Context: an optimization exercise on an open-source flow, tuned for small area, a short achievable clock period and few clock cycles. The choices shown serve that exercise and are no tape-out recipe. The RTL was checked by simulation tests, not by an equivalence proof against the original design. Power and IR drop assume default switching activity.

harbor:
==> flow/design.v (excerpt) <==
module core
#(
    parameter PC_WIDTH = 32,
    parameter DATA_WIDTH = 32
)
(
    input  logic        clk,
    input  logic        async_rst_n,
    output logic [PC_WIDTH-1:0]   PC_F,
    input  logic [DATA_WIDTH-1:0] instruction,
    output logic                  write_enable,
    output logic [DATA_WIDTH-1:0] addr,
    output logic [DATA_WIDTH-1:0] data_to_dmem,
    output logic [3:0]            byte_enablers,
    input  logic [DATA_WIDTH-1:0] data_from_dmem
);
Settings: LEC_CHECK=0, CAP_MARGIN=20, CORE_MARGIN=2, CORE_UTILIZATION=65, PLACE_DENSITY=0.8, SLEW_MARGIN=20; clock period 10.0 ns.
standard.sh (not shown) runs the stock make flow with config.mk's settings and CLKGATE_MAP_FILE= SYNTH_SCRIPT=/design/flow/synth_recipe.tcl, a recipe that flattens the netlist after the stock synthesis.
==> flow/flow/run.sh <==
#!/bin/bash
set -euo pipefail
mapfile -t ARGS < flow/make_args
bash standard.sh "${ARGS[@]}" finish > standard_flow.log 2>&1
==> flow/flow/make_args <==
SETUP_SLACK_MARGIN=6.0
CTS_ARGS=-sink_clustering_enable -repair_clock_nets -dont_use_dummy_load -buf_list sky130_fd_sc_hd__clkbuf_16 -sink_clustering_size 25 -sink_clustering_max_diameter 60
Testbench counts of harbor, summed over its fixed seeds: cycles 58,520.
For quartz, these inputs were changed with respect to harbor:
Settings: PLACE_DENSITY changed from 0.8 to 0.7; CORE_UTILIZATION changed from 65 to 50.
==> notes.md <==
Comparing quartz and harbor, the higher hold slack was measured on harbor. Going from harbor to quartz, combinational group share of total power grows by 1.0 points. The area overhead of the layout relative to synthesis reported for quartz is greater than that of harbor by 3.7 points. Compared with harbor, quartz degrades via count. quartz — wire length 6.9% higher, harbor as reference. For quartz and harbor, there was not a single run that failed to finish clean. harbor -> quartz: cell area increased by a few percent. The design internal power number comes out lower for harbor vs quartz.
Inputs modified between quartz and garnet:
Settings: a change of PLACE_DENSITY from 0.7 to 0.75; a change of CORE_UTILIZATION from 50 to 60.
Findings:
All of quartz and garnet finish clean.
Going from quartz to garnet, routed metal-1 wire length down 1.6%; overall power of the completed layout moved up; share of the final layout cell area in sequential cells level; routability-driven placement congestion ratio down 0.021; number of cells on the worst reg-to-reg path rose by 1.
Changes observed in garnet relative to quartz: fraction of met1 tracks used by global routing went up, static power due to leakage did not really move, maximum fanout count along the critical path went down, cell area went down.
Relative to quartz, average detailed-routed wire length per instance increased by about 3.5% in garnet.
diff inputs: garnet => maple
Settings: swapping 60 for 40 in CORE_UTILIZATION; clearing PLACE_DENSITY, which used to be 0.75.
diff --git a/flow/flow/make_args b/flow/flow/make_args
--- a/flow/flow/make_args
+++ b/flow/flow/make_args
@@ -1 +1 @@
-SETUP_SLACK_MARGIN=6.0
+SETUP_SLACK_MARGIN=5.0
--- outcome ---
Having completed the whole flow, maple delivered a layout that passed the timing, DRC and antenna checks.
Taking garnet as the reference point, the signed area change from the synthesized netlist to the final layout of maple falls by 6.2 points.
maple vs garnet: reported net switching power down in maple
For area occupied by multi-input gates, dividing the value from garnet by the value from maple gives 1.07.
Share of cells above drive strength 1 (maple over garnet): decrease, 8.1 points
| sequential power | maple vs garnet | about 1% lower |
Compared with garnet, maple shows total power that has gone down by a few percent.
maple drops fewer vias than garnet.
What ember does differently from maple at the input level:
Settings: setting PLACE_DENSITY to 0.7 for the first time; changing CORE_UTILIZATION from 40 to 50.
diff --git a/flow/flow/make_args b/flow/flow/make_args
--- a/flow/flow/make_args
+++ b/flow/flow/make_args
@@ -1 +1 @@
-SETUP_SLACK_MARGIN=5.0
+SETUP_SLACK_MARGIN=5.75
==> comparison <==
- Going from maple to ember, the count of non-filler cells in the finished layout was found to have gone down by 303.
- On total wire length, maple and ember are neck and neck.
- When ember is measured against maple, its count of inverters other than clock inverters in the layout turns out 1 higher.
- ember vs maple: internal power consumption up slightly
- Highest cell delay on the worst timing path: ember > maple
- Compared with maple, ember shows detailed-placement wirelength estimate that has gone down by a little under 10%.
- Sort maple and ember by critical path depth, ascending, and ember comes first.
- Sort maple and ember by final critical-path setup slack, descending, and ember comes first.
- Of the two values seen for worst setup path startpoint, instruction[17] was produced by ember and instruction[24] by maple.
- Compare maple and ember | via count higher: ember
Edits applied to the flow inputs when going from ember to raven:
Settings: changing CORE_UTILIZATION from 50 to 40; removing PLACE_DENSITY (formerly 0.7).
diff --git a/flow/flow/make_args b/flow/flow/make_args
--- a/flow/flow/make_args
+++ b/flow/flow/make_args
@@ -1 +1 @@
-SETUP_SLACK_MARGIN=5.75
+SETUP_SLACK_MARGIN=5.5
==> notes.md <==
What raven reported for count of fill cells added during filler insertion has to be multiplied by 0.71 to get the figure for ember. Changes observed in raven relative to ember: count of maximum capacitance violations held steady; final wirelength grew by 0.56%; setup slack shrank by 180 ps; measured slew at the worst slew-check pin shrank by 56 ps.

re-timing with driven ports:
How much do the figures lean on ideal ports? The routed layouts below were timed once more, with nothing changed but the port constraints.
Step 1 assumes that a clkbuf_16 drives the clock port and a buf_2 every other input.
Step 2 moves the port delays by t, midway between the first and last clock arrival at a register: inputs arrive t later, outputs are due t later. That takes back most of the time a late clock gives input paths.
Three values: no drivers, after step 1, after step 2; two values: the first two.
run	t (ns)	slack for setup (ns)	hold WS [ns]	worst setup path after step 2	latest minus earliest clock arrival (ns)
harbor	0.792	5.600 / 5.513 / 4.721	0.353 / 0.353 / 0.353	input to register	0.145 / 0.144
quartz	0.763	5.720 / 5.598 / 4.835	0.347 / 0.347 / 0.347	input to register	0.147 / 0.148
garnet	0.801	5.731 / 5.587 / 4.786	0.366 / 0.366 / 0.366	input to register	0.158 / 0.159
maple	0.819	4.963 / 5.029 / 4.210	0.349 / 0.349 / 0.349	input to register	0.174 / 0.174
ember	0.775	5.439 / 5.470 / 4.695	0.358 / 0.358 / 0.358	input to register	0.151 / 0.151
raven	0.785	5.256 / 5.314 / 4.529	0.346 / 0.346 / 0.346	input to register	0.150 / 0.151
After both steps setup and hold are still met in every run listed. For garnet, which loses most, drivers alone change the setup slack by -0.144 ns; drivers and shift together by -0.945 ns.
